What follows belongs to an exercise in optimizing a design on an open flow for small area and a short achievable clock period; a production flow would make more cautious choices. RTL that was checked went through simulation tests only; none was proved equivalent to the original. For runs 2 to 5, only the layout was checked, not whether the RTL still works. Power and IR drop assume default switching activity.

--- flow/flow/run.sh ---
#!/bin/bash
# Layout flow: the standard ORFS flow (standard.sh), with two changes:
#  - synthesis is the standard script (synth_recipe.tcl, ORFS synth.tcl) except
#    that full/half-adder extraction is off (ADDER_MAP_FILE empty) and the
#    final ABC mapping runs flow/syn.abc instead of ORFS's speed script;
#    the registers are unchanged (same passes up to dfflibmap);
#  - the port buffers are sky130_fd_sc_hd__buf_1 cells instead of the
#    default delay cells.
set -uo pipefail
W=$(pwd)
{
  head -n 1 synth_recipe.tcl
  cat <<EOT
proc abc {args} {
  set i [lsearch \$args -script]
  lset args [expr {\$i + 1}] $W/flow/syn.abc
  puts "flow/run.sh: abc \$args"
  yosys abc {*}\$args
}
EOT
  tail -n +2 synth_recipe.tcl
} > my_synth.tcl
bash standard.sh SYNTH_SCRIPT=$W/my_synth.tcl ADDER_MAP_FILE= \
  "BUFFER_PORTS_ARGS=-buffer_cell sky130_fd_sc_hd__buf_1" finish > flow_standard.log 2>&1
rc=$?
cp -r orfs/logs flow_orfs_logs 2>/dev/null
exit $rc
--- flow/flow/syn.abc ---
strash
dch
map -D 2000
topo
buffer -c
upsize -c -D 2000
dnsize -c -D 2000
stime -c
--- flow/standard.sh ---
#!/bin/bash
# synth_recipe.tcl (not shown) runs the flow's synth.tcl, then flattens the netlist and writes it again
# the make line also repeats each setting of config.mk as NAME=value (left out here)
make -C /OpenROAD-flow-scripts/flow DESIGN_CONFIG=/design/flow/config.mk WORK_HOME=/design/flow/orfs CLKGATE_MAP_FILE= SYNTH_SCRIPT=/design/flow/synth_recipe.tcl "${@:-finish}"
--- flow/config.mk ---
export PLATFORM = sky130hd
export DESIGN_NAME = ALU_DESIGN
export DESIGN_NICKNAME = ALU_DESIGN
export VERILOG_FILES = /design/flow/design.v
export SDC_FILE = /design/flow/constraint.sdc
export NUM_CORES = 4
export LEC_CHECK = 0
export CAP_MARGIN = 20
export CORE_MARGIN = 2
export CORE_UTILIZATION = 40
export SETUP_SLACK_MARGIN = 1.9
export SLEW_MARGIN = 20
--- flow/constraint.sdc ---
create_clock -name core_clock -period 5.0 [get_ports {CLK}]
set_input_delay 1.0000 -clock core_clock [delete_from_list [all_inputs] [get_ports {CLK}]]
set_output_delay 1.0000 -clock core_clock [all_outputs]
set_load 0.01 [all_outputs]
--- flow/design.v ---
module ALU_DESIGN #(parameter DW = 8, CW = 4)(INP_VALID,OPA,OPB,CIN,CLK,RST,CMD,CE,MODE,COUT,OFLOW,RES,G,E,L,ERR);
  input [DW-1:0] OPA,OPB;
  input CLK,RST,CE,MODE,CIN;
  input [CW-1:0] CMD;
  input [1:0] INP_VALID;
  output reg [DW+1:0] RES;
  output reg COUT;
  output reg OFLOW;
  output reg G;
  output reg E;
  output reg L;
  output reg ERR;
  reg [7:0] A, B;
  reg [3:0] C;
  reg [4:0] W;
  reg VA, VB;
  reg [7:0] P, Q;
  always @(posedge CLK) begin
    if (INP_VALID[0]) A <= OPA;
    if (INP_VALID[1]) B <= OPB;
    if (|INP_VALID) C <= CMD;
  end
  always @(posedge CLK) begin
    if (RST) begin
      VA <= 1'b0;
      VB <= 1'b0;
    end else begin
      if (INP_VALID[0]) VA <= 1'b1;
      if (INP_VALID[1]) VB <= 1'b1;
    end
  end
  always @(posedge CLK) begin
    if (|INP_VALID)
      W[3:0] <= 4'd0;
    else if ((VA ^ VB) && !W[4])
      W[3:0] <= W[3:0] + 4'd1;
  end
  always @(posedge CLK) begin
    if (RST || (|INP_VALID))
      W[4] <= 1'b0;
    else if ((VA ^ VB) && (&W[3:0]))
      W[4] <= 1'b1;
  end
  wire timeout_err = !RST && W[4] && (INP_VALID == 2'b10 || (INP_VALID == 2'b01 && VB));
  wire c0  = (C == 4'd0);
  wire c1  = (C == 4'd1);
  wire c2  = (C == 4'd2);
  wire c3  = (C == 4'd3);
  wire c4  = (C == 4'd4);
  wire c5  = (C == 4'd5);
  wire c6  = (C == 4'd6);
  wire c7  = (C == 4'd7);
  wire c8  = (C == 4'd8);
  wire c9  = (C == 4'd9);
  wire c10 = (C == 4'd10);
  wire c11 = (C == 4'd11);
  wire c12 = (C == 4'd12);
  wire c13 = (C == 4'd13);
  wire xa    = C[3] ? C[0] : ~(C[2] & C[1]);
  wire x1    = ~C[3] & C[2] & C[1] & ~C[0];
  wire xp    = C[3] & C[1] & ~C[0];
  wire ybsel = ~C[3] & ~(C[2] & ~C[1]);
  wire yinv  = ~C[2] & C[0];
  wire y1    = ~C[3] & C[2] & ~C[1] & C[0];
  wire ci    = c1 | c7 | c9 | c10 | (c2 & CIN) | (c3 & ~CIN);
  wire [7:0] xl = ({8{xa}} & A) | ({8{xp}} & P) | {8{x1}};
  wire [7:0] yl = ({8{ybsel}} & (B ^ {8{yinv}})) | {8{y1}} | ({8{xp}} & ~Q);
  wire xh = x1;
  wire yh = (ybsel & yinv) | y1 | xp;
  wire [10:0] sum_c = {xh, xh, xl, 1'b1} + {yh, yh, yl, ci};
  wire [9:0] sum = sum_c[10:1];
  wire a_lt_b = A < B;
  wire a_eq_b = A == B;
  wire [63:0] pp;
  genvar gi, gj;
  generate for (gi = 0; gi < 8; gi = gi + 1) begin : g_pp
    for (gj = 0; gj < 8; gj = gj + 1) begin : g_ppj
      assign pp[gi*8+gj] = P[gi] & Q[gj];
    end
  end endgenerate
  wire t1 = pp[6] ^ pp[13];
  wire t2 = pp[6] & pp[13];
  wire t3 = pp[7] ^ pp[14] ^ pp[21];
  wire t4 = (pp[7] & pp[14]) | (pp[7] & pp[21]) | (pp[14] & pp[21]);
  wire t5 = pp[28] ^ pp[35];
  wire t6 = pp[28] & pp[35];
  wire t7 = pp[15] ^ pp[22] ^ pp[29];
  wire t8 = (pp[15] & pp[22]) | (pp[15] & pp[29]) | (pp[22] & pp[29]);
  wire t9 = pp[36] ^ pp[43];
  wire t10 = pp[36] & pp[43];
  wire t11 = pp[23] ^ pp[30] ^ pp[37];
  wire t13 = pp[4] ^ pp[11];
  wire t14 = pp[4] & pp[11];
  wire t15 = pp[5] ^ pp[12] ^ pp[19];
  wire t16 = (pp[5] & pp[12]) | (pp[5] & pp[19]) | (pp[12] & pp[19]);
  wire t17 = pp[26] ^ pp[33];
  wire t18 = pp[26] & pp[33];
  wire t19 = pp[20] ^ pp[27] ^ pp[34];
  wire t20 = (pp[20] & pp[27]) | (pp[20] & pp[34]) | (pp[27] & pp[34]);
  wire t21 = pp[41] ^ pp[48] ^ t1;
  wire t22 = (pp[41] & pp[48]) | (pp[41] & t1) | (pp[48] & t1);
  wire t23 = pp[42] ^ pp[49] ^ pp[56];
  wire t24 = (pp[42] & pp[49]) | (pp[42] & pp[56]) | (pp[49] & pp[56]);
  wire t25 = t3 ^ t5 ^ t2;
  wire t26 = (t3 & t5) | (t3 & t2) | (t5 & t2);
  wire t27 = pp[50] ^ pp[57] ^ t7;
  wire t28 = (pp[50] & pp[57]) | (pp[50] & t7) | (pp[57] & t7);
  wire t29 = t9 ^ t4 ^ t6;
  wire t30 = (t9 & t4) | (t9 & t6) | (t4 & t6);
  wire t31 = pp[44] ^ pp[51] ^ pp[58];
  wire t33 = t11 ^ t8 ^ t10;
  wire t35 = pp[3] ^ pp[10];
  wire t36 = pp[3] & pp[10];
  wire t37 = pp[18] ^ pp[25] ^ pp[32];
  wire t38 = (pp[18] & pp[25]) | (pp[18] & pp[32]) | (pp[25] & pp[32]);
  wire t39 = pp[40] ^ t15 ^ t17;
  wire t40 = (pp[40] & t15) | (pp[40] & t17) | (t15 & t17);
  wire t41 = t19 ^ t21 ^ t16;
  wire t42 = (t19 & t21) | (t19 & t16) | (t21 & t16);
  wire t43 = t23 ^ t25 ^ t20;
  wire t44 = (t23 & t25) | (t23 & t20) | (t25 & t20);
  wire t45 = t27 ^ t29 ^ t24;
  wire t46 = (t27 & t29) | (t27 & t24) | (t29 & t24);
  wire t47 = t31 ^ t33 ^ t28;
  wire t49 = pp[2] ^ pp[9];
  wire t50 = pp[2] & pp[9];
  wire t51 = pp[17] ^ pp[24] ^ t35;
  wire t52 = (pp[17] & pp[24]) | (pp[17] & t35) | (pp[24] & t35);
  wire t53 = t13 ^ t37 ^ t36;
  wire t54 = (t13 & t37) | (t13 & t36) | (t37 & t36);
  wire t55 = t14 ^ t39 ^ t38;
  wire t56 = (t14 & t39) | (t14 & t38) | (t39 & t38);
  wire t57 = t18 ^ t41 ^ t40;
  wire t58 = (t18 & t41) | (t18 & t40) | (t41 & t40);
  wire t59 = t22 ^ t43 ^ t42;
  wire t60 = (t22 & t43) | (t22 & t42) | (t43 & t42);
  wire t61 = t26 ^ t45 ^ t44;
  wire t62 = (t26 & t45) | (t26 & t44) | (t45 & t44);
  wire t63 = t30 ^ t47 ^ t46;
  wire [9:0] mr1 = {t63, t61, t59, t57, t55, t53, t51, pp[16], pp[1], pp[0]};
  wire [9:0] mr2 = {t62, t60, t58, t56, t54, t52, t50, t49, pp[8], 1'b0};
  wire [9:0] prod = mr1 + mr2;
  wire [7:0] qinc;
  genvar gq;
  generate for (gq = 0; gq < 8; gq = gq + 1) begin : g_qinc
    if (gq == 0) begin : g0
      assign qinc[0] = ~B[0];
    end else begin : gn
      assign qinc[gq] = B[gq] ^ (&B[gq-1:0]);
    end
  end endgenerate
  wire lt0 = c1 | c3 | c5 | c6 | c7;
  wire lt1 = c1 | c4 | c6;
  wire lt2 = c1 | c4 | c7 | c8;
  wire lt3 = c0 | c5 | c8;
  wire [7:0] lfun = (A & B & {8{lt3}}) | (A & ~B & {8{lt2}}) | (~A & B & {8{lt1}}) | (~A & ~B & {8{lt0}});
  wire [7:0] lres = lfun |
      ({8{c9}}  & {A[6:0], 1'b0}) |
      ({8{c10 | c11}} & {B[6:0], 1'b0}) |
      {7'd0, c2 & (|A) & (|B)};
  wire s0 = B[0];
  wire s1 = B[1] ^ (C[0] & B[0]);
  wire s2 = B[2] ^ (C[0] & (B[1] | B[0]));
  wire [7:0] r1 = s0 ? {A[6:0], A[7]} : A;
  wire [7:0] r2 = s1 ? {r1[5:0], r1[7:6]} : r1;
  wire [7:0] r3 = s2 ? {r2[3:0], r2[7:4]} : r2;
  wire [7:0] lrot = (c12 | c13) ? r3 : 8'd0;
  wire [9:0] ares =
      ({10{~C[3] | c10}} & sum) |
      ({10{c9}} & prod);
  wire [9:0] res_n = MODE ? ares : {2'b00, lres | lrot};
  wire cout_n  = MODE & (c0 | c2) & sum[8];
  wire oflow_n = MODE & (c1 | c3) & a_lt_b;
  wire e_n     = MODE & c8 & a_eq_b;
  wire g_n     = MODE & c8 & ~a_lt_b & ~a_eq_b;
  wire l_n     = MODE & c8 & a_lt_b;
  wire err_n   = ~MODE & c12 & (|B[7:4]);
  wire upd = CE & (RST | (VA & VB));
  always @(posedge CLK) begin
    if (upd) begin
      RES   <= RST ? 10'd0 : res_n;
      COUT  <= !RST & cout_n;
      OFLOW <= !RST & oflow_n;
      G     <= !RST & g_n;
      E     <= !RST & e_n;
      L     <= !RST & l_n;
    end
  end
  always @(posedge CLK) begin
    if (timeout_err)
      ERR <= 1'b1;
    else if (upd)
      ERR <= !RST & err_n;
  end
  wire pq_upd = CE & (RST | (VA & VB & MODE & (c9 | c10)));
  always @(posedge CLK) begin
    if (pq_upd) begin
      P <= RST ? 8'd0 : (c9 ? sum[7:0] : {A[6:0], 1'b0});
      Q <= RST ? 8'd0 : (c9 ? qinc : B);
    end
  end
endmodule
==> results of run 1 <==
[placed cells by master (no fill, tap or decap), drive strengths merged, types with 2 or more instances in the layout]
cell	count
a2111oi	2
a211oi	6
a21boi	2
a21o	2
a21oi	47
a221oi	7
a22oi	2
a31oi	18
and2	3
buf	82
bufinv	2
clkbuf	11
clkinv	4
dfxtp	8
edfxtp	51
inv	106
mux2i	8
nand2	203
nand3	55
nand3b	2
nand4	17
nor2	116
nor3	22
nor4	6
o2111ai	3
o211ai	3
o21ai	61
o22ai	13
or2	5
xnor2	13
xor2	27
[where the power goes]
part | total (W) | switching, W | internal, W
Combinational | 0.000800 | 0.000518 | 0.000282
Clock | 0.000660 | 0.000226 | 0.000434
Sequential | 0.000620 | 0.0000459 | 0.000574
[sequential cells by signal, indices dropped and copies added, names as in the netlist]
name	flops
ERR	1
A	8
C	4
Q	8
VB	1
P	8
B	8
RES	10
E	1
W	5
L	1
COUT	1
G	1
OFLOW	1
VA	1
[per-layer routing]
| layer | vias to the layer above | share of wire, % |
|---|---|---|
| met4 | 0 | 2.5 |
| li1 | 2994 | - |
| met2 | 273 | 45 |
| met1 | 2757 | 44 |
| met3 | 40 | 8.4 |
| met5 | - | 0 |
[final cells by class]
| cell class | count | area, sq um | area share [%] |
|---|---|---|---|
| inverter | 107 | 417 | 6.18 |
| tap | 180 | 225 | 3.34 |
| clock buffer | 11 | 233 | 3.45 |
| clock inverter | 5 | 77.6 | 1.15 |
| multi-input combinational | 653 | 3630 | 53.9 |
| timing repair buffer | 82 | 465 | 6.91 |
| sequential | 59 | 1690 | 25.1 |
[per-stage QoR]
step                instance area, sq um  utilization (%)  cells  hold slack, ns
finish                              6740             48.9   1097           0.472
global route                        6740             48.9   1097           0.505
CTS                                 6270             45.5   1065           0.478
detailed placement                  5930             43.1   1045           0.461
global placement                    5930             43.1   1045           0.461
floorplan                           5620                -    839           0.438
[cell usage after synthesis (9+ instances only)]
library cell	n	share of area [%]
nand4_1	16	1.8
nand3_1	54	4.8
o21ai_0	46	4.1
a31oi_1	18	2.0
nor3_1	22	2.0
clkbuf_1	10	0.67
o21ai_1	9	0.80
inv_2	15	1.0
xnor2_1	13	2.0
inv_1	91	6.1
edfxtp_1	51	27
nand2_1	194	13
a21oi_1	42	3.7
nor2_1	108	7.2
o22ai_1	12	1.3
xor2_1	27	4.2
[worst max path at each step]
stage,startpoint,endpoint,slack (ns),cells past startpoint
after global routing,P[1],RES[9],1.80,20
after floorplan,MODE,P[0],2.16,4
after CTS,Q[3],RES[9],1.91,18
after global placement,C[0],P[7],1.75,18
after detailed placement,C[0],P[7],1.73,18
final,C[1],RES[5],1.77,10
[repair_timing]
item,CTS,global route
pin swaps,0,20
resized for setup,1,56
endpoints found under the setup margin,7,13
buffers inserted,4,31
cloned,0,1
[logic make-up after synthesis]
family / Yosys count
DFF: 59
AOI/OAI and AO/OA: 173
muxes: 8
xor gates and xnor gates: 40
and+or+nand+nor: 431
buffers and inverters: 128
[worst reg2reg max path, delay by kind of cell, from the launching register on]
kind            cells  cell delay (ns)
compound gates      4             1.35
buf+inv             3             0.49
simple gates        3             0.60
flops               1             0.50
==> flow_summary.ini, run 1 <==
[timing]
worst_pin_slew_ns = 0.882
hold_viol = 0
fmax_mhz = 310
fin_crit_ns = 3.23
slew_headroom_pct = 41.2
maxSlewViolCount = 0
setup_tns_ns = 0
rsz0062_at_grt = yes
fin_crit_sh_pct = 64.5
fin_skew_ns = 0.00491
finalWorstSetupSlack_ns = 1.77
setup_viol = 0

[power_and_ir_drop]
power.density_mw_per_mm2 = 309
peakVddDrop_mv = 0.227
p_total_w = 0.00208
leakage_nw = 2.90

[synth]
syn_inst = 839
synth_simple_gate_area_share_pct = 33.6
synth.distinct_cells = 61
synthArstFlopShare_pct = 0
synth_flop_cell = edfxtp_1
synthMuxAreaShare_pct = 1.43
synth_top_family_by_area = simple AND/OR/NAND/NOR gates
synth_area_sq_mm = 0.00562
synth_compound_area_share_pct = 19.5
synth.yosys.warnings = 1
synth_seq_cells = 59
syn_area_per_cell_sq_um = 6.70
synth_seq_area_share_pct = 30.1
synth_fa_ha_area_share_pct = 0
synth_nets = 866
synth_xor_area_share_pct = 6.24
synth-edff-count = 51

[place]
port-buffer-count = 42
pre_cts_ws_ns = 1.73
dp_hpwl_um = 13600
gp_congestion = 1.01

[critical_path]
max_stage_delay_ns = 0.61
path_buf_inv = 3
rr_startpoint = C[1]
endpoint_kind = flip-flop
cp_common_cell = buf_4
cpMaxStageDelayCell = a2111oi_0
cp.arrival_ns = 3.28
critPathRequiredTime_ns = 5.05
cp_max_fo = 7
reg2regPathDepth = 10
crit_chain = buf_4 -> nor3_2 -> buf_4 -> buf_4 -> nor2_1 -> nor3_1 -> a2111oi_0 -> o2111ai_1 -> o21ai_0 -> a31oi_1
criticalPathCategory = flip-flop to flip-flop
start_kind = flip-flop
ff2ff_setup_slack_ns = 1.77
timing.rr.end = RES[5]
critPathTopFamily = compound AO/OA/AOI/OAI gates

[final_layout]
syn_to_final_growth_pct = 20.0
drive_gt1_share_pct = 15.7
fill_cells = 1392
nNetsFinal = 939
n_antenna_cell = 0

[hold_path]
hold_path_startpoint = ERR
hold_path_class = flip-flop to flip-flop
holdPathEnd = ERR
hold_depth = 2

[die]
start_util_pct = 40.8
die_y_um = 123
num_rows = 43
core_area_sq_mm = 0.0138
die_w_um = 123
dieArea_sq_mm = 0.0150
ioPinCount = 43

[clocking]
cts-htree-levels = 3
clock_latency_ns = 0.34
cts_made_buffers = 9
root_buffer = clkbuf_16
cts_hold_buf = 0
cts.reportedPaths.clkPinSlew_ns = 0.05
cts_sinks = 59
cts.path.max_buffers = 2
cts_tree = done

[global_routing]
busiest_layer = met2
use_met1_pct = 32.7
grt_pass1_vias = 5368
met3_usage_pct = 6.32
grtUsageTotal_pct = 24.3
grt_pass1_wl_um = 28000
gr-total-overflow = 0
grt_max_degree = 22
antenna_found_initial = 0
met2_usage_pct = 38.4

[route]
via_count = 6064
firstDrtPassIters = 5
vias_per_cell = 5.53
wl_per_cell_um = 16.6
drt_iter0_drc = 517
ant_nets = 0
wl_um = 18200
drc_errors = 0

[outcome]
status = finished clean

[job]
max_cap_violations = 0
==> inputs of run 2 (changes only) <==
--- a/flow/design.v
+++ b/flow/design.v
@@ -62,7 +62,7 @@
   wire ybsel = ~C[3] & ~(C[2] & ~C[1]);
   wire yinv  = ~C[2] & C[0];
   wire y1    = ~C[3] & C[2] & ~C[1] & C[0];
-  wire ci    = c1 | c7 | c9 | c10 | (c2 & CIN) | (c3 & ~CIN);
+  wire ci    = c1 | c7 | c10 | (c2 & CIN) | (c3 & ~CIN);
   wire [7:0] xl = ({8{xa}} & A) | ({8{xp}} & P) | {8{x1}};
   wire [7:0] yl = ({8{ybsel}} & (B ^ {8{yinv}})) | {8{y1}} | ({8{xp}} & ~Q);
   wire xh = x1;
@@ -140,12 +140,14 @@
   wire [9:0] mr1 = {t63, t61, t59, t57, t55, t53, t51, pp[16], pp[1], pp[0]};
   wire [9:0] mr2 = {t62, t60, t58, t56, t54, t52, t50, t49, pp[8], 1'b0};
   wire [9:0] prod = mr1 + mr2;
-  wire [7:0] qinc;
+  wire [7:0] pinc, qinc;
   genvar gq;
-  generate for (gq = 0; gq < 8; gq = gq + 1) begin : g_qinc
+  generate for (gq = 0; gq < 8; gq = gq + 1) begin : g_inc
     if (gq == 0) begin : g0
+      assign pinc[0] = ~A[0];
       assign qinc[0] = ~B[0];
     end else begin : gn
+      assign pinc[gq] = A[gq] ^ (&A[gq-1:0]);
       assign qinc[gq] = B[gq] ^ (&B[gq-1:0]);
     end
   end endgenerate
@@ -195,7 +197,7 @@
   wire pq_upd = CE & (RST | (VA & VB & MODE & (c9 | c10)));
   always @(posedge CLK) begin
     if (pq_upd) begin
-      P <= RST ? 8'd0 : (c9 ? sum[7:0] : {A[6:0], 1'b0});
+      P <= RST ? 8'd0 : (c9 ? pinc : {A[6:0], 1'b0});
       Q <= RST ? 8'd0 : (c9 ? qinc : B);
     end
   end
--- a/flow/flow/run.sh
+++ b/flow/flow/run.sh
@@ -4,7 +4,7 @@
 #    that full/half-adder extraction is off (ADDER_MAP_FILE empty) and the
 #    final ABC mapping runs flow/syn.abc instead of ORFS's speed script;
 #    the registers are unchanged (same passes up to dfflibmap);
-#  - the port buffers are sky130_fd_sc_hd__buf_1 cells instead of the
+#  - the port buffers are sky130_fd_sc_hd__buf_2 cells instead of the
 #    default delay cells.
 set -uo pipefail
 W=$(pwd)
@@ -21,7 +21,7 @@
   tail -n +2 synth_recipe.tcl
 } > my_synth.tcl
 bash standard.sh SYNTH_SCRIPT=$W/my_synth.tcl ADDER_MAP_FILE= \
-  "BUFFER_PORTS_ARGS=-buffer_cell sky130_fd_sc_hd__buf_1" finish > flow_standard.log 2>&1
+  "BUFFER_PORTS_ARGS=-buffer_cell sky130_fd_sc_hd__buf_2" finish > flow_standard.log 2>&1
 rc=$?
 cp -r orfs/logs flow_orfs_logs 2>/dev/null
 exit $rc
==> flow/flow/syn.abc (replaced) <==
strash
dch
map -D 2000
strash
dch
map -D 2000
topo
buffer -c
upsize -c -D 2000
dnsize -c -D 2000
stime -c
==> flow_summary.ini, run 2 <==
[outcome]
status = finished clean

[synth]
synth.distinct_cells = 64
synth_seq_area_share_pct = 31.0
synth_area_leader_cell = edfxtp_1
synthTopCellsByCount = 160 x nand2_1, 100 x nor2_1, 88 x inv_1, 57 x o21ai_0, 54 x a21oi_1
synth_seq_cells = 59
synth_nets = 811
synthTopCellsByArea = edfxtp_1 28%, nand2_1 11%, nor2_1 6.9%
syn_inst = 784
synth.yosys.warnings = 1
synth_area_sq_mm = 0.00546
synthArstFlopShare_pct = 0
synth-edff-count = 51
synth.most_common_cell = nand2_1
synth_flop_cell = edfxtp_1
netlist.area_leader.share_pct = 28.1
syn_area_per_cell_sq_um = 6.96

[global_routing]
gr-total-overflow = 0
grtUsageTotal_pct = 25.7
antenna_found_initial = 0
grt_pass1_vias = 5549
grt_pass1_wl_um = 28900
grt_max_degree = 21

[critical_path]
endpoint_kind = flip-flop
start_kind = flip-flop
cp_max_fo = 12
criticalPathCategory = flip-flop to flip-flop
critPathRequiredTime_ns = 5.17
cp.arrival_ns = 3.25

[hold_path]
hold_path_class = flip-flop to flip-flop

[power_and_ir_drop]
switching_share_pct = 37.2
power_frac_seq_pct = 30.1
p_switching_w = 0.000765
p_clk_share_pct = 32.4
combPwrFrac_pct = 37.5
peakVddDrop_mv = 0.189
power.density_mw_per_mm2 = 304
internal_power_w = 0.00129
leakage_nw = 2.96

[clocking]
cts_made_buffers = 9
cts.path.max_buffers = 2
clock_latency_ns = 0.34
cts_sinks = 59
root_buffer = clkbuf_16
cts.reportedPaths.clkPinSlew_ns = 0.05
cts-htree-levels = 3
cts_tree = done

[final_layout]
seq_area_sq_mm = 0.00169
nNetsFinal = 893
syn_to_final_growth_pct = 23.8
multiInputGateArea_sq_mm = 0.00355
drive_gt1_share_pct = 22.5
regMostFlops = RES
final_cell_mix = 152 x nand2_1, 95 x nor2_1, 85 x inv_1
n_antenna_cell = 0
mostFrequentLayoutCell = nand2_1
fill_cells = 1286
largest_reg_flops = 10

[job]
max_cap_violations = 0

[timing]
fin_crit_sh_pct = 61.6
maxSlewViolCount = 0
fmax_mhz = 325
rsz0062_at_grt = yes
slew_headroom_pct = 54.2
setup_viol = 0
hold_viol = 0
fin_crit_ns = 3.08
setup_tns_ns = 0
worst_pin_slew_ns = 0.684
finalWorstSetupSlack_ns = 1.92
fin_skew_ns = 0.00821

[route]
vias_per_cell = 5.76
drc_errors = 0
ant_nets = 0
wl_um = 19000
via_count = 6035
drt_iter0_drc = 605
firstDrtPassIters = 6
wl_per_cell_um = 18.2

[die]
die_y_um = 121
num_rows = 42
die_w_um = 121
dieArea_sq_mm = 0.0146
start_util_pct = 41.1
core_area_sq_mm = 0.0133
ioPinCount = 43

[place]
dp_hpwl_um = 13900
gp_congestion = 1.01
pre_cts_ws_ns = 1.59
port-buffer-count = 42
[run 2: cells by family (layout without fill, tap and decap cells)]
family | Yosys count | in the layout | share of synthesized area [%]
AO/OA/AOI/OAI | 189 | 189 | 21.3
XOR/XNOR | 40 | 40 | 6.69
buffers and inverters | 120 | 207 | 9.01
flip-flops | 59 | 59 | 31.0
multiplexers | 8 | 8 | 1.47
AND/OR/NAND/NOR | 368 | 368 | 30.5
[run 2: layout make-up]
class                   instances  area share, %
clock inverters                 5           1.28
multi-input cells             605           52.5
flip-flops and latches         59           25.0
repair buffers                 92           8.80
repair inverters                1         0.0741
inverters                      98           5.63
well taps                     176           3.26
clock buffers                  11           3.44
[run 2: power groups by stage]
stage	logic (W)	clock network (W)	registers, W
after global placement	0.000630	0	0.000638
after detailed placement	0.000641	0	0.000638
after CTS	0.000672	0.000678	0.000619
after floorplan	0.000503	0	0.000604
after global routing	0.000846	0.000701	0.000623
final	0.000770	0.000667	0.000619
[run 2: worst max-delay path, stage by stage (launching register included)]
cell and delay [ns]:
edfxtp_1 0.49, buf_4 0.20, nand3_4 0.13, inv_4 0.09
a221oi_4 0.31, or2_1 0.18, and2_4 0.15, inv_1 0.05
o21a_1 0.19, or2_1 0.25, nand2_1 0.10, a21oi_1 0.05
o311ai_2 0.38, nand2_1 0.12, a41oi_2 0.21
[run 2: worst paths after layout]
check	from	to	slack, ns	depth (start not counted)
hold reg to reg	W[3]	W[3]	0.48	2
setup / recovery	C[3]	RES[3]	1.92	14
hold / removal	W[3]	W[3]	0.48	2
setup reg to reg	C[3]	RES[3]	1.92	14
[run 2: metal layers]
metal,vias up,share of wire (%),GRT usage (%),routed length (um)
li1,2881,-,-,-
met1,2825,44,34.4,8330
met2,282,45,41.3,8640
met3,47,7.6,4.39,1440
met4,0,3.2,10.1,600
met5,-,0,0,0
[run 2: per-stage QoR]
stage	hold WS [ns]	util [%]	std cells	power, W	instance area [sq um]
after floorplan	0.443	-	784	0.00111	5460
after global placement	0.461	43.6	984	0.00127	5800
after detailed placement	0.473	43.6	984	0.00128	5800
after CTS	0.483	47.1	1016	0.00197	6260
after global routing	0.505	50.8	1047	0.00217	6760
final	0.480	50.8	1047	0.00206	6760
[run 2: repair_timing]
item                       4_1_cts  5_1_grt
cloned                           0        1
buffers inserted                16       30
pin swaps                        2       15
resized for setup                3       70
setup endpoints to repair       10       10
hold buffers                     0        0
==> inputs of run 3 (changes only) <==
--- a/flow/design.v
+++ b/flow/design.v
@@ -56,13 +56,22 @@
   wire c11 = (C == 4'd11);
   wire c12 = (C == 4'd12);
   wire c13 = (C == 4'd13);
-  wire xa    = C[3] ? C[0] : ~(C[2] & C[1]);
-  wire x1    = ~C[3] & C[2] & C[1] & ~C[0];
-  wire xp    = C[3] & C[1] & ~C[0];
-  wire ybsel = ~C[3] & ~(C[2] & ~C[1]);
-  wire yinv  = ~C[2] & C[0];
-  wire y1    = ~C[3] & C[2] & ~C[1] & C[0];
-  wire ci    = c1 | c7 | c10 | (c2 & CIN) | (c3 & ~CIN);
+  function [8:0] adder_sel(input [3:0] k);
+    adder_sel = {k[3] ? k[0] : ~(k[2] & k[1]),         
+                 ~k[3] & k[2] & k[1] & ~k[0],          
+                 k[3] & k[1] & ~k[0],                  
+                 ~k[3] & ~(k[2] & ~k[1]),              
+                 ~k[2] & k[0],                         
+                 ~k[3] & k[2] & ~k[1] & k[0],          
+                 (k == 4'd1) | (k == 4'd7) | (k == 4'd9) | (k == 4'd10),  
+                 k == 4'd2,                            
+                 k == 4'd3};                           
+  endfunction
+  reg [8:0] S;
+  always @(posedge CLK)
+    if (|INP_VALID) S <= adder_sel(CMD);
+  wire xa = S[8], x1 = S[7], xp = S[6], ybsel = S[5], yinv = S[4], y1 = S[3];
+  wire ci = S[2] | (S[1] & CIN) | (S[0] & ~CIN);
   wire [7:0] xl = ({8{xa}} & A) | ({8{xp}} & P) | {8{x1}};
   wire [7:0] yl = ({8{ybsel}} & (B ^ {8{yinv}})) | {8{y1}} | ({8{xp}} & ~Q);
   wire xh = x1;
@@ -140,14 +149,12 @@
   wire [9:0] mr1 = {t63, t61, t59, t57, t55, t53, t51, pp[16], pp[1], pp[0]};
   wire [9:0] mr2 = {t62, t60, t58, t56, t54, t52, t50, t49, pp[8], 1'b0};
   wire [9:0] prod = mr1 + mr2;
-  wire [7:0] pinc, qinc;
+  wire [7:0] qinc;
   genvar gq;
-  generate for (gq = 0; gq < 8; gq = gq + 1) begin : g_inc
+  generate for (gq = 0; gq < 8; gq = gq + 1) begin : g_qinc
     if (gq == 0) begin : g0
-      assign pinc[0] = ~A[0];
       assign qinc[0] = ~B[0];
     end else begin : gn
-      assign pinc[gq] = A[gq] ^ (&A[gq-1:0]);
       assign qinc[gq] = B[gq] ^ (&B[gq-1:0]);
     end
   end endgenerate
@@ -197,7 +204,7 @@
   wire pq_upd = CE & (RST | (VA & VB & MODE & (c9 | c10)));
   always @(posedge CLK) begin
     if (pq_upd) begin
-      P <= RST ? 8'd0 : (c9 ? pinc : {A[6:0], 1'b0});
+      P <= RST ? 8'd0 : (c9 ? sum[7:0] : {A[6:0], 1'b0});
       Q <= RST ? 8'd0 : (c9 ? qinc : B);
     end
   end
==> flow/flow/syn.abc (replaced) <==
strash
dch
map
topo
buffer -c
upsize -c
dnsize -c
stime -c
==> flow_summary.ini, run 3 <==
[timing]
setup_tns_ns = 0
slew_headroom_pct = 45.2
finalWorstSetupSlack_ns = 2.05
hold_viol = 0
setup_viol = 0
fin_crit_sh_pct = 59.0
fin_skew_ns = 0.00698
fmax_mhz = 339
fin_crit_ns = 2.95
maxSlewViolCount = 0
worst_pin_slew_ns = 0.816
rsz0062_at_grt = yes

[synth]
synth-edff-count = 60
synth_top_family_by_area = simple AND/OR/NAND/NOR gates
synth_nets = 979
synth_area_sq_mm = 0.00645
synth_flop_cell = edfxtp_1
synthMuxAreaShare_pct = 1.24
synthArstFlopShare_pct = 0
syn_inst = 952
syn_area_per_cell_sq_um = 6.78
synth_area_leader_cell = edfxtp_1
synth_xor_area_share_pct = 1.49
synth_seq_area_share_pct = 30.4
synth_compound_area_share_pct = 19.4
synthTopCellsByCount = 180 x nand2_1, 121 x nor2_1, 112 x inv_1, 107 x nand3_1, 60 x edfxtp_1
synth.yosys.warnings = 1
synth_seq_cells = 68
synth_simple_gate_area_share_pct = 38.3
synth_fa_ha_area_share_pct = 0
synthTopCellsByArea = edfxtp_1 28%, nand2_1 10%, nand3_1 8.3%
netlist.area_leader.share_pct = 27.9
synth.most_common_cell = nand2_1
synth.distinct_cells = 61

[final_layout]
n_antenna_cell = 0
final_cell_mix = 180 x nand2_1, 120 x nor2_1, 112 x inv_1
fin_util_pct = 46.5
largestRegisters = RES (10), S (9)
mostFrequentLayoutCell = nand2_1
regMostFlops = RES
drive_gt1_share_pct = 13.8
syn_to_final_growth_pct = 14.0
largest_reg_flops = 10
nNetsFinal = 1039

[die]
start_util_pct = 40.8
num_rows = 46
core_area_sq_mm = 0.0158
ioPinCount = 43
die_y_um = 131
dieArea_sq_mm = 0.0172
die_w_um = 131

[power_and_ir_drop]
peakVddDrop_mv = 0.203
power.density_mw_per_mm2 = 270
leakage_nw = 3.23

[route]
via_count = 7037
firstDrtPassIters = 7
wl_per_cell_um = 16.6
vias_per_cell = 5.71
wl_um = 20500
drc_errors = 0
drt_iter0_drc = 706
ant_nets = 0

[critical_path]
start_kind = flip-flop
critPathRequiredTime_ns = 5.09
crit_chain = buf_4 -> buf_4 -> nand2_2 -> nand2_2 -> nand2_1 -> nand2_1 -> nand3_1 -> nand3_1 -> nand3_1 -> nand3_1 -> a2bb2oi_2 -> a21oi_2 -> o21bai_2 -> nand3_2 -> nand2_1 -> nand3_1 -> nand3_1 -> a21oi_2
cpMaxStageDelayCell = edfxtp_1
cp.arrival_ns = 3.04
cp_max_fo = 8
cp_common_cell = nand3_1
critPathTopFamily = simple AND/OR/NAND/NOR gates
max_stage_delay_ns = 0.52
ff2ff_setup_slack_ns = 2.05
criticalPathCategory = flip-flop to flip-flop
endpoint_kind = flip-flop
path_buf_inv = 2

[clocking]
cts_made_buffers = 9
cts_hold_buf = 0
cts.path.max_buffers = 2
cts_sinks = 68
cts_tree = done
root_buffer = clkbuf_16
clock_latency_ns = 0.34
cts.reportedPaths.clkPinSlew_ns = 0.06
cts-htree-levels = 3

[global_routing]
grtUsageTotal_pct = 24.2
gr-total-overflow = 0
grt_pass1_vias = 6293
antenna_found_initial = 0
grt_pass1_wl_um = 32100
grt_max_degree = 28

[job]
max_cap_violations = 0

[place]
gp_congestion = 0.993
pre_cts_ws_ns = 1.93
port-buffer-count = 42
dp_hpwl_um = 15700

[outcome]
status = finished clean

[hold_path]
hold_path_class = flip-flop to flip-flop
run 3: cell count changes in the layout (fill, tap and decap cells not counted), sizes merged, moves of 9 or more:
cell | before | now
xor2 | 26 | 6
xnor2 | 14 | 5
nor3 | 25 | 35
nand4 | 8 | 40
nor2 | 103 | 124
buf | 92 | 77
nand2 | 167 | 184
nand3 | 45 | 121
inv | 97 | 116
o2bb2ai | 0 | 9
edfxtp | 51 | 60
run 3: area by class of cell:
cell class                 count  area, sq um
inverter                     118          443
sequential                    68         1960
fill                        1635         8470
clock buffer                  11          233
clock inverter                 5         28.8
timing repair buffer          77          510
multi-input combinational    738         3910
tap                          216          270
run 3: worst min-delay path: stages (launching register included):
cell and delay [ns]:
dfxtp_1 0.32, inv_1 0.07, a21oi_1 0.06
run 3: where the power goes:
group | internal (W) | switching (W)
clock network | 0.000332 | 0.000242
registers | 0.000664 | 0.0000454
logic | 0.000234 | 0.000468
run 3: cells by family after synthesis:
logic type      Yosys count
simple gates            526
mux                       8
flops                    68
xor+xnor                 11
buf+inv                 146
compound gates          193
run 3: what timing repair did:
action | in CTS | in global routing
endpoints found under the setup margin | 0 | 11
buffers inserted | 0 | 32
gates resized for setup | 0 | 4
run 3: routing by layer:
| layer | track usage, % | vias up | wire length (um) |
|---|---|---|---|
| li1 | - | 3478 | - |
| met1 | 32.1 | 3211 | 8990 |
| met2 | 39.0 | 293 | 9270 |
| met3 | 5.50 | 55 | 1550 |
| met4 | 8.07 | 0 | 715 |
| met5 | 0 | - | 0 |
run 3: stage by stage:
| stage | area (sq um) | total power (W) | cells | hold slack (ns) |
|---|---|---|---|---|
| 6_report | 7360 | 0.00199 | 1233 | 0.501 |
| 5_1_grt | 7360 | 0.00210 | 1233 | 0.534 |
| 4_1_cts | 7070 | 0.00196 | 1201 | 0.508 |
| 3_5_place_dp | 6810 | 0.00138 | 1185 | 0.494 |
| 3_3_place_gp | 6810 | 0.00138 | 1185 | 0.481 |
| 2_1_floorplan | 6450 | 0.00121 | 952 | 0.460 |
run 3: worst paths after layout:
kind,from,endpoint,cells past startpoint
setup / recovery,P[0],RES[9],18
hold / removal,VB,VB,2
setup reg to reg,P[0],RES[9],18
hold reg to reg,VB,VB,2
==> inputs of run 4 (changes only) <==
--- a/flow/design.v
+++ b/flow/design.v
@@ -56,22 +56,13 @@
   wire c11 = (C == 4'd11);
   wire c12 = (C == 4'd12);
   wire c13 = (C == 4'd13);
-  function [8:0] adder_sel(input [3:0] k);
-    adder_sel = {k[3] ? k[0] : ~(k[2] & k[1]),         
-                 ~k[3] & k[2] & k[1] & ~k[0],          
-                 k[3] & k[1] & ~k[0],                  
-                 ~k[3] & ~(k[2] & ~k[1]),              
-                 ~k[2] & k[0],                         
-                 ~k[3] & k[2] & ~k[1] & k[0],          
-                 (k == 4'd1) | (k == 4'd7) | (k == 4'd9) | (k == 4'd10),  
-                 k == 4'd2,                            
-                 k == 4'd3};                           
-  endfunction
-  reg [8:0] S;
-  always @(posedge CLK)
-    if (|INP_VALID) S <= adder_sel(CMD);
-  wire xa = S[8], x1 = S[7], xp = S[6], ybsel = S[5], yinv = S[4], y1 = S[3];
-  wire ci = S[2] | (S[1] & CIN) | (S[0] & ~CIN);
+  wire xa    = C[3] ? C[0] : ~(C[2] & C[1]);
+  wire x1    = ~C[3] & C[2] & C[1] & ~C[0];
+  wire xp    = C[3] & C[1] & ~C[0];
+  wire ybsel = ~C[3] & ~(C[2] & ~C[1]);
+  wire yinv  = ~C[2] & C[0];
+  wire y1    = ~C[3] & C[2] & ~C[1] & C[0];
+  wire ci    = c1 | c7 | c9 | c10 | (c2 & CIN) | (c3 & ~CIN);
   wire [7:0] xl = ({8{xa}} & A) | ({8{xp}} & P) | {8{x1}};
   wire [7:0] yl = ({8{ybsel}} & (B ^ {8{yinv}})) | {8{y1}} | ({8{xp}} & ~Q);
   wire xh = x1;
@@ -174,38 +165,47 @@
   wire [7:0] r2 = s1 ? {r1[5:0], r1[7:6]} : r1;
   wire [7:0] r3 = s2 ? {r2[3:0], r2[7:4]} : r2;
   wire [7:0] lrot = (c12 | c13) ? r3 : 8'd0;
+  reg Z;
+  wire ma = MODE & ~RST;
+  wire ml = ~MODE & ~RST;
   wire [9:0] ares =
-      ({10{~C[3] | c10}} & sum) |
-      ({10{c9}} & prod);
-  wire [9:0] res_n = MODE ? ares : {2'b00, lres | lrot};
-  wire cout_n  = MODE & (c0 | c2) & sum[8];
-  wire oflow_n = MODE & (c1 | c3) & a_lt_b;
-  wire e_n     = MODE & c8 & a_eq_b;
-  wire g_n     = MODE & c8 & ~a_lt_b & ~a_eq_b;
-  wire l_n     = MODE & c8 & a_lt_b;
-  wire err_n   = ~MODE & c12 & (|B[7:4]);
+      ({10{~C[3] | (c10 & ~Z)}} & sum) |
+      ({10{c9 & ~Z}} & prod);
+  wire [9:0] res_n = ({10{ma}} & ares) | {2'b00, {8{ml}} & (lres | lrot)};
+  wire cout_n  = ma & (c0 | c2) & sum[8];
+  wire oflow_n = ma & (c1 | c3) & a_lt_b;
+  wire e_n     = ma & c8 & a_eq_b;
+  wire g_n     = ma & c8 & ~a_lt_b & ~a_eq_b;
+  wire l_n     = ma & c8 & a_lt_b;
+  wire err_n   = ml & c12 & (|B[7:4]);
   wire upd = CE & (RST | (VA & VB));
   always @(posedge CLK) begin
     if (upd) begin
-      RES   <= RST ? 10'd0 : res_n;
-      COUT  <= !RST & cout_n;
-      OFLOW <= !RST & oflow_n;
-      G     <= !RST & g_n;
-      E     <= !RST & e_n;
-      L     <= !RST & l_n;
+      RES   <= res_n;
+      COUT  <= cout_n;
+      OFLOW <= oflow_n;
+      G     <= g_n;
+      E     <= e_n;
+      L     <= l_n;
     end
   end
   always @(posedge CLK) begin
     if (timeout_err)
       ERR <= 1'b1;
     else if (upd)
-      ERR <= !RST & err_n;
-  end
-  wire pq_upd = CE & (RST | (VA & VB & MODE & (c9 | c10)));
+      ERR <= err_n;
+  end
+  wire pq_upd = CE & ~RST & VA & VB & MODE & (c9 | c10);
+  always @(posedge CLK) begin
+    if (CE & RST)
+      Z <= 1'b1;
+    else if (pq_upd)
+      Z <= 1'b0;
+  end
   always @(posedge CLK) begin
     if (pq_upd) begin
-      P <= RST ? 8'd0 : (c9 ? sum[7:0] : {A[6:0], 1'b0});
-      Q <= RST ? 8'd0 : (c9 ? qinc : B);
+      P <= c9 ? sum[7:0] : {A[6:0], 1'b0};
+      Q <= c9 ? qinc : B;
     end
   end
 endmodule
==> flow/flow/syn.abc (replaced) <==
strash
dch
map -D 2000
topo
buffer -c
upsize -c -D 2000
dnsize -c -D 2000
stime -c
==> flow_summary.ini, run 4 <==
[timing]
maxSlewViolCount = 0
fin_skew_ns = 0.00573
fin_crit_ns = 3.10
rsz0062_at_grt = yes
finalWorstSetupSlack_ns = 1.90
worst_pin_slew_ns = 0.867
setup_tns_ns = 0
hold_viol = 0
fin_crit_sh_pct = 62.0
setup_viol = 0
slew_headroom_pct = 42.0
fmax_mhz = 323

[global_routing]
grt_max_degree = 23
grt_pass1_wl_um = 27700
gr-total-overflow = 0
antenna_found_initial = 0
grtUsageTotal_pct = 24.7
grt_pass1_vias = 5254

[place]
dp_hpwl_um = 13900
gp_congestion = 0.962
port-buffer-count = 42
pre_cts_ws_ns = 1.69

[synth]
synth_flop_cell = edfxtp_1
synth_xor_area_share_pct = 7.95
synthArstFlopShare_pct = 0
synth_nets = 810
synth_seq_cells = 60
synth_seq_area_share_pct = 31.2
netlist.area_leader.share_pct = 27.9
synth.distinct_cells = 57
synth_simple_gate_area_share_pct = 30.7
synth_top_family_by_area = simple AND/OR/NAND/NOR gates
synth_fa_ha_area_share_pct = 0
syn_area_per_cell_sq_um = 7.02
synth_area_sq_mm = 0.00549
synth_area_leader_cell = edfxtp_1
syn_inst = 783
synth.yosys.warnings = 1
synthTopCellsByCount = 180 x nand2_1, 97 x nor2_1, 79 x inv_1, 51 x edfxtp_1, 48 x nand3_1
synth.most_common_cell = nand2_1
synth-edff-count = 51
synthTopCellsByArea = edfxtp_1 28%, nand2_1 12%, nor2_1 6.6%
synthMuxAreaShare_pct = 0.364
synth_compound_area_share_pct = 21.5

[critical_path]
critPathRequiredTime_ns = 5.19
cpMaxStageDelayCell = edfxtp_1
cp.arrival_ns = 3.28
critPathTopFamily = simple AND/OR/NAND/NOR gates
max_stage_delay_ns = 0.53
criticalPathCategory = flip-flop to flip-flop
start_kind = flip-flop
endpoint_kind = flip-flop
crit_chain = buf_4 -> nand3_2 -> nand2_2 -> xor2_1 -> nand2_1 -> nand2_2 -> xor2_2 -> nor2_2 -> nor2_2 -> nand2_2 -> a31oi_4 -> o211ai_1 -> nand2_1 -> nand4_1 -> nand3_1 -> nand3_2 -> a21oi_1
cp_max_fo = 7
path_buf_inv = 1
cp_common_cell = nand2_2

[die]
ioPinCount = 43
dieArea_sq_mm = 0.0147
start_util_pct = 41.2
num_rows = 42
die_y_um = 121
core_area_sq_mm = 0.0133
die_w_um = 121

[final_layout]
regMostFlops = RES
seq_area_sq_mm = 0.00171
drive_gt1_share_pct = 28.0
fill_cells = 1285
final_cell_mix = 159 x nand2_1, 88 x nor2_1, 78 x inv_1
nNetsFinal = 918
n_antenna_cell = 0
mostFrequentLayoutCell = nand2_1
syn_to_final_growth_pct = 28.9
largest_reg_flops = 10
multiInputGateArea_sq_mm = 0.00374

[clocking]
cts_tree = done
root_buffer = clkbuf_16
cts.path.max_buffers = 2
cts.reportedPaths.clkPinSlew_ns = 0.05
cts_hold_buf = 0
cts_sinks = 60
cts-htree-levels = 3
clock_latency_ns = 0.34
cts_made_buffers = 9

[outcome]
status = finished clean

[route]
drt_iter0_drc = 516
wl_um = 19200
ant_nets = 0
drc_errors = 0
via_count = 6133
wl_per_cell_um = 17.9
vias_per_cell = 5.72
firstDrtPassIters = 5

[power_and_ir_drop]
leakage_nw = 3.18
peakVddDrop_mv = 0.225
power.density_mw_per_mm2 = 242

[hold_path]
hold_path_class = flip-flop to flip-flop

[job]
max_cap_violations = 0
## run 4: stage by stage
step                      cell area, sq um  power, W  hold slack (ns)  utilization [%]  instances
after global placement                5870   0.00106            0.482             44.0        988
after detailed placement              5870   0.00106            0.489             44.0        988
after floorplan                       5500  0.000922            0.462                -        783
after global routing                  7080   0.00179            0.523             53.0       1072
after CTS                             6180   0.00164            0.504             46.3       1009
final                                 7080   0.00172            0.502             53.0       1072
## run 4: repair_timing
item | in CTS | in global routing
endpoints found under the hold margin | 0 | 0
cloned | 0 | 2
gates resized for setup | 1 | 96
pin swaps | 0 | 38
setup buffers | 5 | 61
endpoints found under the setup margin | 8 | 12
## run 4: cell families (layout without fill, tap and decap cells)
| group | Yosys count | count (layout) |
|---|---|---|
| compound gates | 175 | 175 |
| xor+xnor | 49 | 49 |
| buf+inv | 115 | 227 |
| flops | 60 | 60 |
| mux | 2 | 2 |
| simple gates | 382 | 383 |
## run 4: worst paths after layout
| path | cells past startpoint | slack [ns] | start | to |
|---|---|---|---|---|
| max reg2reg | 17 | 1.90 | P[0] | RES[9] |
| min | 1 | 0.50 | W[3] | W[3] |
| max | 17 | 1.90 | P[0] | RES[9] |
| min reg2reg | 1 | 0.50 | W[3] | W[3] |
## run 4: per-layer routing
layer	track usage [%]	part of all wire [%]	up-vias
met4	11.3	4.7	0
met2	40.2	48	270
li1	-	-	2914
met5	0	0	-
met1	30.9	41	2876
met3	5.78	6.6	73
## run 4: final cells by class
type                       instances  share of cell area, %
multi-input combinational        609                   52.9
sequential                        60                   24.2
timing repair buffer             112                   10.5
inverter                          99                   5.55
clock buffer                      11                   3.43
tap                              176                   3.11
clock inverter                     5                  0.389
## run 4: worst register-to-register path: cells and delay by family (launching register included)
| kind | cells | cell delay (ns) |
|---|---|---|
| buffers and inverters | 1 | 0.18 |
| AOI/OAI and AO/OA | 3 | 0.54 |
| xor gates and xnor gates | 2 | 0.34 |
| DFF | 1 | 0.53 |
| and+or+nand+nor | 11 | 1.35 |
## run 4: power by group
group          switching [W]  leakage [nW]  total (W)  internal [W]
clock network       0.000224         0.137   0.000569      0.000345
registers          0.0000311         0.566   0.000606      0.000575
logic               0.000350          2.47   0.000540      0.000190
==> inputs of run 5 (changes only) <==
--- a/flow/design.v
+++ b/flow/design.v
@@ -71,75 +71,7 @@
   wire [9:0] sum = sum_c[10:1];
   wire a_lt_b = A < B;
   wire a_eq_b = A == B;
-  wire [63:0] pp;
-  genvar gi, gj;
-  generate for (gi = 0; gi < 8; gi = gi + 1) begin : g_pp
-    for (gj = 0; gj < 8; gj = gj + 1) begin : g_ppj
-      assign pp[gi*8+gj] = P[gi] & Q[gj];
-    end
-  end endgenerate
-  wire t1 = pp[6] ^ pp[13];
-  wire t2 = pp[6] & pp[13];
-  wire t3 = pp[7] ^ pp[14] ^ pp[21];
-  wire t4 = (pp[7] & pp[14]) | (pp[7] & pp[21]) | (pp[14] & pp[21]);
-  wire t5 = pp[28] ^ pp[35];
-  wire t6 = pp[28] & pp[35];
-  wire t7 = pp[15] ^ pp[22] ^ pp[29];
-  wire t8 = (pp[15] & pp[22]) | (pp[15] & pp[29]) | (pp[22] & pp[29]);
-  wire t9 = pp[36] ^ pp[43];
-  wire t10 = pp[36] & pp[43];
-  wire t11 = pp[23] ^ pp[30] ^ pp[37];
-  wire t13 = pp[4] ^ pp[11];
-  wire t14 = pp[4] & pp[11];
-  wire t15 = pp[5] ^ pp[12] ^ pp[19];
-  wire t16 = (pp[5] & pp[12]) | (pp[5] & pp[19]) | (pp[12] & pp[19]);
-  wire t17 = pp[26] ^ pp[33];
-  wire t18 = pp[26] & pp[33];
-  wire t19 = pp[20] ^ pp[27] ^ pp[34];
-  wire t20 = (pp[20] & pp[27]) | (pp[20] & pp[34]) | (pp[27] & pp[34]);
-  wire t21 = pp[41] ^ pp[48] ^ t1;
-  wire t22 = (pp[41] & pp[48]) | (pp[41] & t1) | (pp[48] & t1);
-  wire t23 = pp[42] ^ pp[49] ^ pp[56];
-  wire t24 = (pp[42] & pp[49]) | (pp[42] & pp[56]) | (pp[49] & pp[56]);
-  wire t25 = t3 ^ t5 ^ t2;
-  wire t26 = (t3 & t5) | (t3 & t2) | (t5 & t2);
-  wire t27 = pp[50] ^ pp[57] ^ t7;
-  wire t28 = (pp[50] & pp[57]) | (pp[50] & t7) | (pp[57] & t7);
-  wire t29 = t9 ^ t4 ^ t6;
-  wire t30 = (t9 & t4) | (t9 & t6) | (t4 & t6);
-  wire t31 = pp[44] ^ pp[51] ^ pp[58];
-  wire t33 = t11 ^ t8 ^ t10;
-  wire t35 = pp[3] ^ pp[10];
-  wire t36 = pp[3] & pp[10];
-  wire t37 = pp[18] ^ pp[25] ^ pp[32];
-  wire t38 = (pp[18] & pp[25]) | (pp[18] & pp[32]) | (pp[25] & pp[32]);
-  wire t39 = pp[40] ^ t15 ^ t17;
-  wire t40 = (pp[40] & t15) | (pp[40] & t17) | (t15 & t17);
-  wire t41 = t19 ^ t21 ^ t16;
-  wire t42 = (t19 & t21) | (t19 & t16) | (t21 & t16);
-  wire t43 = t23 ^ t25 ^ t20;
-  wire t44 = (t23 & t25) | (t23 & t20) | (t25 & t20);
-  wire t45 = t27 ^ t29 ^ t24;
-  wire t46 = (t27 & t29) | (t27 & t24) | (t29 & t24);
-  wire t47 = t31 ^ t33 ^ t28;
-  wire t49 = pp[2] ^ pp[9];
-  wire t50 = pp[2] & pp[9];
-  wire t51 = pp[17] ^ pp[24] ^ t35;
-  wire t52 = (pp[17] & pp[24]) | (pp[17] & t35) | (pp[24] & t35);
-  wire t53 = t13 ^ t37 ^ t36;
-  wire t54 = (t13 & t37) | (t13 & t36) | (t37 & t36);
-  wire t55 = t14 ^ t39 ^ t38;
-  wire t56 = (t14 & t39) | (t14 & t38) | (t39 & t38);
-  wire t57 = t18 ^ t41 ^ t40;
-  wire t58 = (t18 & t41) | (t18 & t40) | (t41 & t40);
-  wire t59 = t22 ^ t43 ^ t42;
-  wire t60 = (t22 & t43) | (t22 & t42) | (t43 & t42);
-  wire t61 = t26 ^ t45 ^ t44;
-  wire t62 = (t26 & t45) | (t26 & t44) | (t45 & t44);
-  wire t63 = t30 ^ t47 ^ t46;
-  wire [9:0] mr1 = {t63, t61, t59, t57, t55, t53, t51, pp[16], pp[1], pp[0]};
-  wire [9:0] mr2 = {t62, t60, t58, t56, t54, t52, t50, t49, pp[8], 1'b0};
-  wire [9:0] prod = mr1 + mr2;
+  wire [9:0] prod = P * Q;
   wire [7:0] qinc;
   genvar gq;
   generate for (gq = 0; gq < 8; gq = gq + 1) begin : g_qinc
==> flow_summary.ini, run 5 <==
[synth]
synthTopCellsByArea = edfxtp_1 27%, nand2_1 13%, nor2_1 6.9%
syn_area_per_cell_sq_um = 6.88
synthArstFlopShare_pct = 0
synth_seq_area_share_pct = 30.7
synth_simple_gate_area_share_pct = 34.1
synth.most_common_cell = nand2_1
synth_nets = 837
synthMuxAreaShare_pct = 1.10
syn_inst = 810
synth_xor_area_share_pct = 4.42
synth_seq_cells = 60
synth_area_leader_cell = edfxtp_1
synth-edff-count = 51
synth_flop_cell = edfxtp_1
synth_area_sq_mm = 0.00557
netlist.area_leader.share_pct = 27.5
synth.yosys.warnings = 1
synth_compound_area_share_pct = 21.4
synth_fa_ha_area_share_pct = 0
synth_top_family_by_area = simple AND/OR/NAND/NOR gates
synthTopCellsByCount = 190 x nand2_1, 103 x nor2_1, 89 x inv_1, 51 x edfxtp_1, 42 x nand3_1
synth.distinct_cells = 61

[global_routing]
gr-total-overflow = 0
grt_pass1_wl_um = 27900
grt_max_degree = 17
antenna_found_initial = 0
grt_pass1_vias = 5588
grtUsageTotal_pct = 24.2

[clocking]
cts.path.max_buffers = 2
cts_tree = done
clock_latency_ns = 0.34
root_buffer = clkbuf_16
cts_made_buffers = 9
cts_sinks = 60
cts-htree-levels = 3
cts_hold_buf = 0
cts.reportedPaths.clkPinSlew_ns = 0.05

[place]
dp_hpwl_um = 13700
port-buffer-count = 42
gp_congestion = 1.01
dp_cells = 1020

[critical_path]
criticalPathCategory = flip-flop to flip-flop
cp_max_fo = 5
endpoint_kind = flip-flop
start_kind = flip-flop
cp.arrival_ns = 3.13
critPathRequiredTime_ns = 5.06

[timing]
fin_crit_sh_pct = 61.2
hold_viol = 0
rsz0062_at_grt = yes
holdWs_ns = 0.486
fin_crit_ns = 3.06
maxSlewViolCount = 0
setup_tns_ns = 0
worst_pin_slew_ns = 0.807
fmax_mhz = 327
fin_skew_ns = 0.00448
setup_viol = 0
slew_headroom_pct = 46.0

[route]
wl_per_cell_um = 17.0
wl_um = 18300
vias_per_cell = 5.75
via_count = 6201
drc_errors = 0
firstDrtPassIters = 5
ant_nets = 0
drt_iter0_drc = 548

[power_and_ir_drop]
leakage_nw = 3.09
peakVddDrop_mv = 0.216
power.density_mw_per_mm2 = 261

[die]
core_area_sq_mm = 0.0137
start_util_pct = 40.6
ioPinCount = 43
die_w_um = 122
die_y_um = 122
dieArea_sq_mm = 0.0149
num_rows = 43

[final_layout]
syn_to_final_growth_pct = 23.7
final_cell_mix = 181 x nand2_1, 96 x nor2_1, 85 x inv_1
n_antenna_cell = 0
largest_reg_flops = 10
regMostFlops = RES
drive_gt1_share_pct = 22.8
fin_cells = 1078
mostFrequentLayoutCell = nand2_1
nNetsFinal = 920

[hold_path]
hold_path_class = flip-flop to flip-flop

[job]
max_cap_violations = 0

[outcome]
status = finished clean
## run 5: where the power goes
group | total [W] | internal (W) | switching, W
clock | 0.000677 | 0.000456 | 0.000221
combinational | 0.000520 | 0.000179 | 0.000341
sequential | 0.000604 | 0.000575 | 0.0000283
## run 5: path summary, 6_finish.rpt
path / cells past startpoint / slack (ns) / startpoint / endpoint
max: 17 / 1.94 / P[1] / RES[7]
max reg2reg: 17 / 1.94 / P[1] / RES[7]
min: 2 / 0.49 / W[2] / W[2]
min reg2reg: 2 / 0.49 / W[2] / W[2]
## run 5: final cells by class
cell class / count / area, sq um
clock buffer: 14 / 295
clock inverter: 2 / 37.5
fill: 1403 / 6830
inverter: 104 / 405
multi-input combinational: 633 / 3680
sequential: 60 / 1710
tap: 180 / 225
timing repair buffer: 85 / 537
## run 5: cell families after synthesis
group                     count (synthesis)
and+or+nand+nor                         418
AOI/OAI and AO/OA                       183
buffers and inverters                   118
DFF                                      60
xor gates and xnor gates                 25
muxes                                     6
## run 5: repair_timing
item | CTS | global route
setup buffers | 9 | 32
pin swaps | 1 | 25
cloned | 0 | 1
resized for setup | 8 | 63
endpoints found under the setup margin | 14 | 17
## run 5: stage by stage
step / worst slack (ns) / util [%] / total power (W) / area (sq um)
floorplan: 2.27 / - / 0.000916 / 5570
global placement: 1.52 / 43.4 / 0.00106 / 5960
detailed placement: 1.62 / 43.4 / 0.00105 / 5960
CTS: 1.90 / 46.6 / 0.00174 / 6390
global route: 1.69 / 50.3 / 0.00187 / 6890
finish: 1.94 / 50.3 / 0.00180 / 6890
## run 5: metal layers
metal / wire length (um) / up-vias / GRT usage (%)
li1: - / 3001 / -
met1: 7310 / 2878 / 29.0
met2: 9160 / 265 / 42.1
met3: 1100 / 57 / 3.70
met4: 770 / 0 / 11.7
met5: 0 / - / 0
## run 5: critical path: stages (launching register included)
cell	delay, ns
edfxtp_1	0.46
buf_6	0.16
nand2_4	0.07
nand2_1	0.09
nand4_1	0.14
nand4_1	0.27
or2_4	0.36
nand2_2	0.06
o21ai_2	0.06
nand2_2	0.10
nor2_4	0.05
nand3b_1	0.21
nand2_1	0.13
nand2_2	0.09
a21boi_4	0.20
a21oi_2	0.08
a32oi_1	0.16
o22ai_1	0.09

[separate check: timing with driven ports]
In the flow no input, the clock included, has a driving cell. The finished layouts below were timed again as built, in two steps.
Step 1 sets driving cells, clkbuf_16 on the clock port and buf_2 on the other inputs (assumed; they add their load-dependent delay and slew).
Step 2 moves the port delays by t, midway between the first and last clock arrival at a register: inputs arrive t later, outputs are due t later. That takes back most of the time a late clock gives input paths.
Slacks: no drivers / after step 1 / after step 2; pairs: no drivers / after step 1.
run | t, ns | slack for setup (ns) | hold WS [ns] | worst slew at a driven data input, ns | cell pins on the clock port's net
run 1 | 0.378 | 1.775 / 1.775 / 1.775 | 0.472 / 0.472 / 0.472 | 0.03 | 1
run 2 | 0.380 | 1.919 / 1.919 / 1.841 | 0.480 / 0.480 / 0.480 | 0.04 | 1
run 3 | 0.372 | 2.048 / 2.048 / 2.048 | 0.501 / 0.501 / 0.501 | 0.03 | 1
run 4 | 0.380 | 1.901 / 1.901 / 1.849 | 0.502 / 0.502 / 0.502 | 0.03 | 1
run 5 | 0.377 | 1.939 / 1.939 / 1.939 | 0.486 / 0.486 / 0.486 | 0.03 | 1
After both steps setup and hold are still met in every run listed. The setup slack of run 2, which loses most, moves by 0.000 ns with the drivers and by -0.078 ns with both steps.
